This design comes from an exercise in tuning for small area and a short achievable clock period on the open sky130 flow, not from production work.
Only simulation tests tie the RTL to the original design; equivalence was not proved.
Power and IR drop assume default switching activity.

==> inputs of 06-16 <==
## sigmoid
module sigmoid(
	input wire clk,
	input wire reset,
	input wire enable,
	input wire [17:0] x1,
	output reg [15:0] fixed_op
	);
	wire [16:0] m   = x1[16:0];
	wire        neg = x1[17];
	wire lt0 = m < 17'h018B7;
	wire lt1 = m < 17'h054A3;
	wire r0  = lt0;
	wire r1  = ~lt0 & lt1;
	wire r2  = ~lt1 & ~m[16] & ~m[15];
	wire r3  = ~m[16] & m[15];
	wire sat = m >= 17'd62874;	 
	wire [14:0] n  = m[14:0] ^ {15{neg}};
	wire [14:0] ni = ~n;
	wire p0_0 = r2 | (r3 & neg);
	wire p0_1 = (r2 & neg) | (r3 & neg);
	wire p0_2 = (r1 & neg) | (r2 & neg) | (r3 & neg);
	wire p0_4 = (r1 & neg) | (r2 & neg);
	wire p0_5 = (r0 & neg) | (r3 & n[0]);
	wire p0_6 = (r0 & neg) | (r3 & n[1]);
	wire p0_7 = (r0 & neg) | (r3 & n[2]);
	wire p0_8 = (r0 & neg) | (r2 & n[0]) | (r3 & n[3]);
	wire p0_9 = (r0 & neg) | (r2 & n[1]) | (r3 & n[4]);
	wire p0_10 = (r0 & neg) | (r1 & n[0]) | (r2 & n[2]) | (r3 & n[5]);
	wire p0_11 = (r0 & n[0]) | (r1 & n[1]) | (r2 & n[3]) | (r3 & n[6]);
	wire p0_12 = (r0 & n[1]) | (r1 & n[2]) | (r2 & n[4]) | (r3 & n[7]);
	wire p0_13 = (r0 & n[2]) | (r1 & n[3]) | (r2 & n[5]) | (r3 & n[8]);
	wire p0_14 = (r0 & n[3]) | (r1 & n[4]) | (r2 & n[6]) | (r3 & n[9]);
	wire p0_15 = (r0 & n[4]) | (r1 & n[5]) | (r2 & n[7]) | (r3 & n[10]);
	wire p0_16 = (r0 & n[5]) | (r1 & n[6]) | (r2 & n[8]) | (r3 & n[11]);
	wire p0_17 = (r0 & n[6]) | (r1 & n[7]) | (r2 & n[9]) | (r3 & n[12]);
	wire p0_18 = (r0 & n[7]) | (r1 & n[8]) | (r2 & n[10]) | (r3 & n[13]);
  ...
export LEC_CHECK = 0
export ABC_AREA = 1
export CAP_MARGIN = 20
export CORE_MARGIN = 2
export CORE_UTILIZATION = 40
export SLEW_MARGIN = 20
export SYNTH_HIERARCHICAL = 1
create_clock -name core_clock -period 14.0 [get_ports {clk}]
standard.sh (not shown) runs the stock make flow with config.mk's settings and CLKGATE_MAP_FILE= SYNTH_SCRIPT=/design/flow/synth_recipe.tcl, a recipe that flattens the netlist after the stock synthesis.
==> flow/flow/run.sh <==
#!/bin/bash
# The standard layout, with plain buffers (buf_1) on the ports instead of the
# default delay-cell buffers.  The make output goes to standard.log; ORFS keeps
# each step's log under orfs/logs/.
set -euo pipefail
bash standard.sh BUFFER_PORTS_ARGS="-buffer_cell sky130_fd_sc_hd__buf_1" finish > standard.log 2>&1
==> 08-15: changes against 06-16 <==
==> flow/flow/run.sh (replaced) <==
#!/bin/bash
set -euo pipefail
bash standard.sh BUFFER_PORTS_ARGS="-buffer_cell sky130_fd_sc_hd__buf_1" SETUP_SLACK_MARGIN=7.2 TNS_END_PERCENT=0 finish > standard.log 2>&1
--- a/flow/config.mk
+++ b/flow/config.mk
@@ -8,6 +8,7 @@
 export ABC_AREA = 1
 export CAP_MARGIN = 20
 export CORE_MARGIN = 2
-export CORE_UTILIZATION = 40
+export CORE_UTILIZATION = 60
+export CTS_BUF_LIST = sky130_fd_sc_hd__clkbuf_4
 export SLEW_MARGIN = 20
 export SYNTH_HIERARCHICAL = 1
==> notes <==
Between 06-16 and 08-15, the lower worst setup slack is in 06-16 (gap 530 ps).
In synthesized area, 06-16 and 08-15 do not differ.
Between 06-16 and 08-15, the lower critical path depth is in 06-16 (gap 1).
Against 08-15, the cell count of 06-16 is lower by about 0.9%.
Of 06-16 and 08-15, 08-15 has the higher total power (gap 15%, measured against 08-15).

========
==> try-zinc <==
Another version of the RTL of sigmoid (not shown whole).
Settings: LEC_CHECK=0, ABC_AREA=1, CAP_MARGIN=20, CORE_MARGIN=2, CORE_UTILIZATION=70, CTS_BUF_LIST=sky130_fd_sc_hd__clkbuf_2 sky130_fd_sc_hd__clkbuf_4, SLEW_MARGIN=20, SYNTH_HIERARCHICAL=1; clock period 14.0 ns.
==> flow/flow/run.sh <==
#!/bin/bash
# The standard layout, with plain buffers (buf_1) on the ports instead of the
# default delay-cell buffers.  The make output goes to standard.log; ORFS keeps
# each step's log under orfs/logs/.
set -euo pipefail
bash standard.sh BUFFER_PORTS_ARGS="-buffer_cell sky130_fd_sc_hd__buf_1" finish > standard.log 2>&1
==> inputs of try-delta, as changes to try-zinc <==
--- a/flow/design.v
+++ b/flow/design.v
@@ -45,53 +45,52 @@
 	wire p0_19 = (r0 & n[8]) | (r1 & n[9]) | (r2 & n[11]) | (r3 & n[14]);
 	wire p0_20 = (r0 & n[9]) | (r1 & n[10]) | (r2 & n[12]) | (r3 & neg);
 	wire p0_21 = (r0 & n[10]) | (r1 & n[11]) | (r2 & n[13]) | r3;
 	wire p0_22 = (r0 & n[11]) | (r1 & n[12]) | r3;
 	wire p0_23 = (r0 & n[12]) | (r1 & n[13]) | (r2 & ~neg) | r3;
 	wire p0_24 = (r0 & neg) | (r1 & n[14]) | (r2 & ~neg) | r3;
 	wire p0_25 = (r0 & ~neg) | r1 | (r2 & ~neg) | r3;
-	wire p1_3 = (r0 & neg) | r2 | (r3 & n[0]);
-	wire p1_4 = (r0 & neg) | (r1 & n[0]) | (r3 & n[1]);
-	wire p1_5 = (r1 & n[1]) | (r2 & n[0]) | (r3 & n[2]);
-	wire p1_6 = (r1 & n[2]) | (r2 & n[1]) | (r3 & n[3]);
-	wire p1_7 = (r1 & n[3]) | (r2 & n[2]) | (r3 & n[4]);
-	wire p1_8 = (r1 & n[4]) | (r2 & n[3]) | (r3 & n[5]);
-	wire p1_9 = (r1 & n[5]) | (r2 & n[4]) | (r3 & n[6]);
-	wire p1_10 = (r1 & n[6]) | (r2 & n[5]) | (r3 & n[7]);
-	wire p1_11 = (r1 & n[7]) | (r2 & n[6]) | (r3 & n[8]);
-	wire p1_12 = (r1 & n[8]) | (r2 & n[7]) | (r3 & n[9]);
-	wire p1_13 = (r0 & neg) | (r1 & n[9]) | (r2 & n[8]) | (r3 & n[10]);
-	wire p1_14 = (r1 & n[10]) | (r2 & n[9]) | (r3 & n[11]);
-	wire p1_15 = (r1 & n[11]) | (r2 & n[10]) | (r3 & n[12]);
-	wire p1_16 = (r1 & n[12]) | (r2 & n[11]) | (r3 & n[13]);
-	wire p1_17 = (r1 & n[13]) | (r2 & n[12]) | (r3 & n[14]);
-	wire p1_18 = (r1 & n[14]) | (r2 & n[13]) | r3;
+	wire p1_4 = (r0 & neg) | (r1 & n[0]) | (r2 & n[0]);
+	wire p1_5 = (r1 & n[1]) | (r2 & n[1]) | (r3 & neg);
+	wire p1_6 = (r1 & n[2]) | (r2 & n[2]);
+	wire p1_7 = (r1 & n[3]) | (r2 & n[3]);
+	wire p1_8 = (r1 & n[4]) | (r2 & n[4]);
+	wire p1_9 = (r1 & n[5]) | (r2 & n[5]);
+	wire p1_10 = (r1 & n[6]) | (r2 & n[6]);
+	wire p1_11 = (r1 & n[7]) | (r2 & n[7]);
+	wire p1_12 = (r1 & n[8]) | (r2 & n[8]);
+	wire p1_13 = (r0 & neg) | (r1 & n[9]) | (r2 & n[9]) | (r3 & ~neg);
+	wire p1_14 = (r1 & n[10]) | (r2 & n[10]);
+	wire p1_15 = (r1 & n[11]) | (r2 & n[11]) | r3;
+	wire p1_16 = (r1 & n[12]) | (r2 & n[12]) | (r3 & ~neg);
+	wire p1_17 = (r1 & n[13]) | (r2 & n[13]) | (r3 & neg);
+	wire p1_18 = (r1 & n[14]) | (r2 & ~neg) | r3;
 	wire p1_19 = r3;
 	wire p1_20 = (r1 & neg) | (r2 & neg);
 	wire p1_21 = (r1 & ~neg) | (r2 & ~neg);
 	wire p1_22 = (r1 & ~neg);
 	wire p1_23 = (r1 & neg);
 	wire p1_24 = (r1 & neg);
 	wire p2_2 = (r0 & neg) | (r1 & n[0]);
-	wire p2_3 = (r1 & n[1]) | (r2 & ni[0]);
-	wire p2_4 = (r1 & n[2]) | (r2 & ni[1]);
-	wire p2_5 = (r1 & n[3]) | (r2 & ni[2]) | (r3 & neg);
-	wire p2_6 = (r1 & n[4]) | (r2 & ni[3]);
-	wire p2_7 = (r1 & n[5]) | (r2 & ni[4]);
-	wire p2_8 = (r1 & n[6]) | (r2 & ni[5]);
-	wire p2_9 = (r1 & n[7]) | (r2 & ni[6]);
-	wire p2_10 = (r1 & n[8]) | (r2 & ni[7]);
-	wire p2_11 = (r1 & n[9]) | (r2 & ni[8]);
-	wire p2_12 = (r1 & n[10]) | (r2 & ni[9]);
-	wire p2_13 = (r1 & n[11]) | (r2 & ni[10]) | (r3 & ~neg);
-	wire p2_14 = (r1 & n[12]) | (r2 & ni[11]);
-	wire p2_15 = (r1 & n[13]) | (r2 & ni[12]) | r3;
-	wire p2_16 = (r1 & n[14]) | (r2 & ni[13]) | (r3 & ~neg);
-	wire p2_17 = (r3 & neg);
-	wire p2_18 = (r1 & ~neg) | (r2 & ~neg);
+	wire p2_3 = (r0 & neg) | (r1 & n[1]) | (r2 & n[0]) | (r3 & n[0]);
+	wire p2_4 = (r1 & n[2]) | (r2 & n[1]) | (r3 & n[1]);
+	wire p2_5 = (r1 & n[3]) | (r2 & n[2]) | (r3 & n[2]);
+	wire p2_6 = (r1 & n[4]) | (r2 & n[3]) | (r3 & n[3]);
+	wire p2_7 = (r1 & n[5]) | (r2 & n[4]) | (r3 & n[4]);
+	wire p2_8 = (r1 & n[6]) | (r2 & n[5]) | (r3 & n[5]);
+	wire p2_9 = (r1 & n[7]) | (r2 & n[6]) | (r3 & n[6]);
+	wire p2_10 = (r1 & n[8]) | (r2 & n[7]) | (r3 & n[7]);
+	wire p2_11 = (r1 & n[9]) | (r2 & n[8]) | (r3 & n[8]);
+	wire p2_12 = (r1 & n[10]) | (r2 & n[9]) | (r3 & n[9]);
+	wire p2_13 = (r1 & n[11]) | (r2 & n[10]) | (r3 & n[10]);
+	wire p2_14 = (r1 & n[12]) | (r2 & n[11]) | (r3 & n[11]);
+	wire p2_15 = (r1 & n[13]) | (r2 & n[12]) | (r3 & n[12]);
+	wire p2_16 = (r1 & n[14]) | (r2 & n[13]) | (r3 & n[13]);
+	wire p2_17 = r2 | (r3 & n[14]);
+	wire p2_18 = (r1 & ~neg);
 	wire p3_0 = (r0 & neg) | (r1 & n[0]) | (r2 & ni[0]);
 	wire p3_1 = (r0 & neg) | (r1 & n[1]) | (r2 & ni[1]);
 	wire p3_2 = (r1 & n[2]) | (r2 & ni[2]);
 	wire p3_3 = (r1 & n[3]) | (r2 & ni[3]);
 	wire p3_4 = (r1 & n[4]) | (r2 & ni[4]);
 	wire p3_5 = (r1 & n[5]) | (r2 & ni[5]);
 	wire p3_6 = (r1 & n[6]) | (r2 & ni[6]);
@@ -156,15 +155,15 @@
 	wire s22, c22;
 	sigmoid_fa fa22 (.a(p0_17), .b(p1_17), .c(p2_17), .s(s22), .co(c22));
 	wire s23, c23;
 	sigmoid_ha ha23 (.a(p0_18), .b(p1_18), .s(s23), .co(c23));
 	wire s24, c24;
 	sigmoid_ha ha24 (.a(p0_2), .b(p2_2), .s(s24), .co(c24));
 	wire s25, c25;
-	sigmoid_fa fa25 (.a(p1_3), .b(p2_3), .c(p3_3), .s(s25), .co(c25));
+	sigmoid_ha ha25 (.a(p2_3), .b(p3_3), .s(s25), .co(c25));
 	wire s26, c26;
 	sigmoid_fa fa26 (.a(p2_4), .b(p3_4), .c(s9), .s(s26), .co(c26));
 	wire s27, c27;
 	sigmoid_fa fa27 (.a(p3_5), .b(c9), .c(s10), .s(s27), .co(c27));
 	wire s28, c28;
 	sigmoid_fa fa28 (.a(p3_6), .b(c10), .c(s11), .s(s28), .co(c28));
 	wire s29, c29;
@@ -202,14 +201,15 @@
 	wire s45, c45;
 	sigmoid_ha ha45 (.a(p0_23), .b(p1_23), .s(s45), .co(c45));
 	wire s46, c46;
 	sigmoid_ha ha46 (.a(p0_24), .b(p1_24), .s(s46), .co(c46));
 	wire [25:0] ra = {p0_25, c45, c44, c43, c42, c41, c40, c39, c38, c37, c36, c35, c34, c33, c32, c31, c30, c29, c28, c27, c26, c25, c24, p3_2, p0_1, p0_0};
 	wire [25:0] rb = {c46, s46, s45, s44, s43, s42, s41, s40, s39, s38, s37, s36, s35, s34, s33, s32, s31, s30, s29, s28, s27, s26, s25, s24, p3_1, p3_0};
 	wire [25:0] pg = ra ^ rb;
+	wire [25:0] tg = ra | rb;
 	wire [25:0] gg = ra & rb;
 	wire G1_0 = gg[1] | (pg[1] & gg[0]);
 	wire G3_2 = gg[3] | (pg[3] & gg[2]);
 	wire P3_2 = pg[3] & pg[2];
 	wire G5_4 = gg[5] | (pg[5] & gg[4]);
 	wire P5_4 = pg[5] & pg[4];
 	wire G7_6 = gg[7] | (pg[7] & gg[6]);
==> flow/config.mk (replaced) <==
export PLATFORM = sky130hd
export DESIGN_NAME = sigmoid
export DESIGN_NICKNAME = sigmoid
export VERILOG_FILES = /design/flow/design.v
export SDC_FILE = /design/flow/constraint.sdc
export NUM_CORES = 4
export LEC_CHECK = 0
export ABC_AREA = 1
export CAP_MARGIN = 20
export CORE_MARGIN = 2
export CORE_UTILIZATION = 40
export GPL_TIMING_DRIVEN = 1
export SLEW_MARGIN = 20
export SYNTH_HIERARCHICAL = 1
==> inputs of try-fjord, as changes to try-zinc <==
==> flow/flow/run.sh (replaced) <==
#!/bin/bash
set -euo pipefail
bash standard.sh BUFFER_PORTS_ARGS="-buffer_cell sky130_fd_sc_hd__buf_1" SETUP_SLACK_MARGIN=7 finish > standard.log 2>&1
==> flow/config.mk (replaced) <==
export PLATFORM = sky130hd
export DESIGN_NAME = sigmoid
export DESIGN_NICKNAME = sigmoid
export VERILOG_FILES = /design/flow/design.v
export SDC_FILE = /design/flow/constraint.sdc
export NUM_CORES = 4
export LEC_CHECK = 0
export ABC_AREA = 1
export CAP_MARGIN = 20
export CORE_MARGIN = 2
export CORE_UTILIZATION = 40
export SLEW_MARGIN = 20
export SYNTH_HIERARCHICAL = 1
export TNS_END_PERCENT = 0
==> inputs of try-pepper, as changes to try-zinc <==
--- a/flow/design.v
+++ b/flow/design.v
@@ -1,22 +1,11 @@
-module sigmoid_fa(input wire a, input wire b, input wire c, output wire s, output wire co);
-	assign s  = a ^ b ^ c;
-	assign co = (a & b) | (a & c) | (b & c);
-endmodule
-module sigmoid_ha(input wire a, input wire b, output wire s, output wire co);
-	assign s  = a ^ b;
-	assign co = a & b;
-endmodule
-module sigmoid(
-	input wire clk,
-	input wire reset,
-	input wire enable,
-	input wire [17:0] x1,
-	output reg [15:0] fixed_op
-	);
+module sigmoid_combinational(
+    input  wire [17:0] x1,
+    output wire [15:0] fixed_op
+    );
 	wire [16:0] m   = x1[16:0];
 	wire        neg = x1[17];
 	wire lt0 = m < 17'h018B7;
 	wire lt1 = m < 17'h054A3;
 	wire r0  = lt0;
 	wire r1  = ~lt0 & lt1;
 	wire r2  = ~lt1 & ~m[16] & ~m[15];
@@ -268,15 +257,36 @@
 	wire G16_0 = gg[16] | (pg[16] & G15_0);
 	wire G18_0 = gg[18] | (pg[18] & G17_0);
 	wire G20_0 = gg[20] | (pg[20] & G19_0);
 	wire G22_0 = gg[22] | (pg[22] & G21_0);
 	wire G24_0 = gg[24] | (pg[24] & G23_0);
 	wire G0_0 = gg[0];
 	wire [25:0] g = pg ^ {G24_0, G23_0, G22_0, G21_0, G20_0, G19_0, G18_0, G17_0, G16_0, G15_0, G14_0, G13_0, G12_0, G11_0, G10_0, G9_0, G8_0, G7_0, G6_0, G5_0, G4_0, G3_0, G2_0, G1_0, G0_0, 1'b0};
-	wire [15:0] fixed_op_next = sat ? {2'b00, ~neg, 13'd0} : {3'b000, g[25:13]};
+	assign fixed_op = sat ? {2'b00, ~neg, 13'd0} : {3'b000, g[25:13]};
+endmodule
+module sigmoid_fa(input wire a, input wire b, input wire c, output wire s, output wire co);
+	assign s  = a ^ b ^ c;
+	assign co = (a & b) | (a & c) | (b & c);
+endmodule
+module sigmoid_ha(input wire a, input wire b, output wire s, output wire co);
+	assign s  = a ^ b;
+	assign co = a & b;
+endmodule
+module sigmoid(
+	input wire clk,
+	input wire reset,
+	input wire enable,
+	input wire [17:0] x1,
+	output reg [15:0] fixed_op
+	);
+	wire [15:0] fixed_op_next;
+	sigmoid_combinational sigmoid_combinational_instance1(
+		.x1(x1),
+		.fixed_op(fixed_op_next)
+	);
 	always @(posedge clk, posedge reset) begin
 		if (reset)
 			fixed_op <= 567;
 		else if (enable)
 			fixed_op <= fixed_op_next;
 	end
 endmodule
==> flow/config.mk (replaced) <==
export PLATFORM = sky130hd
export DESIGN_NAME = sigmoid
export DESIGN_NICKNAME = sigmoid
export VERILOG_FILES = /design/flow/design.v
export SDC_FILE = /design/flow/constraint.sdc
export NUM_CORES = 4
export LEC_CHECK = 0
export ABC_AREA = 1
export CAP_MARGIN = 20
export CORE_MARGIN = 2
export CORE_UTILIZATION = 40
export SLEW_MARGIN = 20
export SYNTH_HIERARCHICAL = 1
==> comparison <==
Of try-delta and try-pepper, try-pepper has the higher combinational power (gap about 12%, measured against try-pepper). In clock skew, try-delta and try-fjord do not differ. The lowest total power belongs to try-delta, the highest to try-fjord. Between try-delta and try-zinc, the lower non-clock buffer count is in try-zinc (gap 1).

-- separate check: timing with driven ports --
No port has a modelled driver above. Below, the same layouts with a new extraction and two added sets of constraints.
Step 1: set_driving_cell puts a clkbuf_16 on clk and a buf_2 on each other input, an assumption about the parent block.
Step 2, shift: input delay + t, output delay - t, t = (earliest + latest rising clock arrival at the registers) / 2. This alone moves slack from input paths to output paths.
a / b / c = ideal / step 1 / step 2; a / b = the first two.
run	t (ns)	setup WS [ns]	latest minus earliest clock arrival (ns)	worst data-port slew with drivers (ns)	cell pins on the clock port's net
06-16	0.259	6.465 / 6.466 / 6.207	0.004 / 0.004	0.03	1
08-15	0.310	6.996 / 6.985 / 6.674	0.010 / 0.011	0.05	1
try-zinc	0.303	6.254 / 6.253 / 5.949	0.006 / 0.005	0.03	1
try-delta	0.259	6.465 / 6.466 / 6.207	0.004 / 0.004	0.03	1
try-fjord	0.260	7.042 / 7.040 / 6.780	0.002 / 0.002	0.05	1
try-pepper	0.275	6.004 / 6.009 / 5.735	0.003 / 0.003	0.04	1
After both steps setup and hold are still met in every run listed. For 08-15, which loses most, drivers alone change the setup slack by -0.011 ns; drivers and shift together by -0.322 ns.
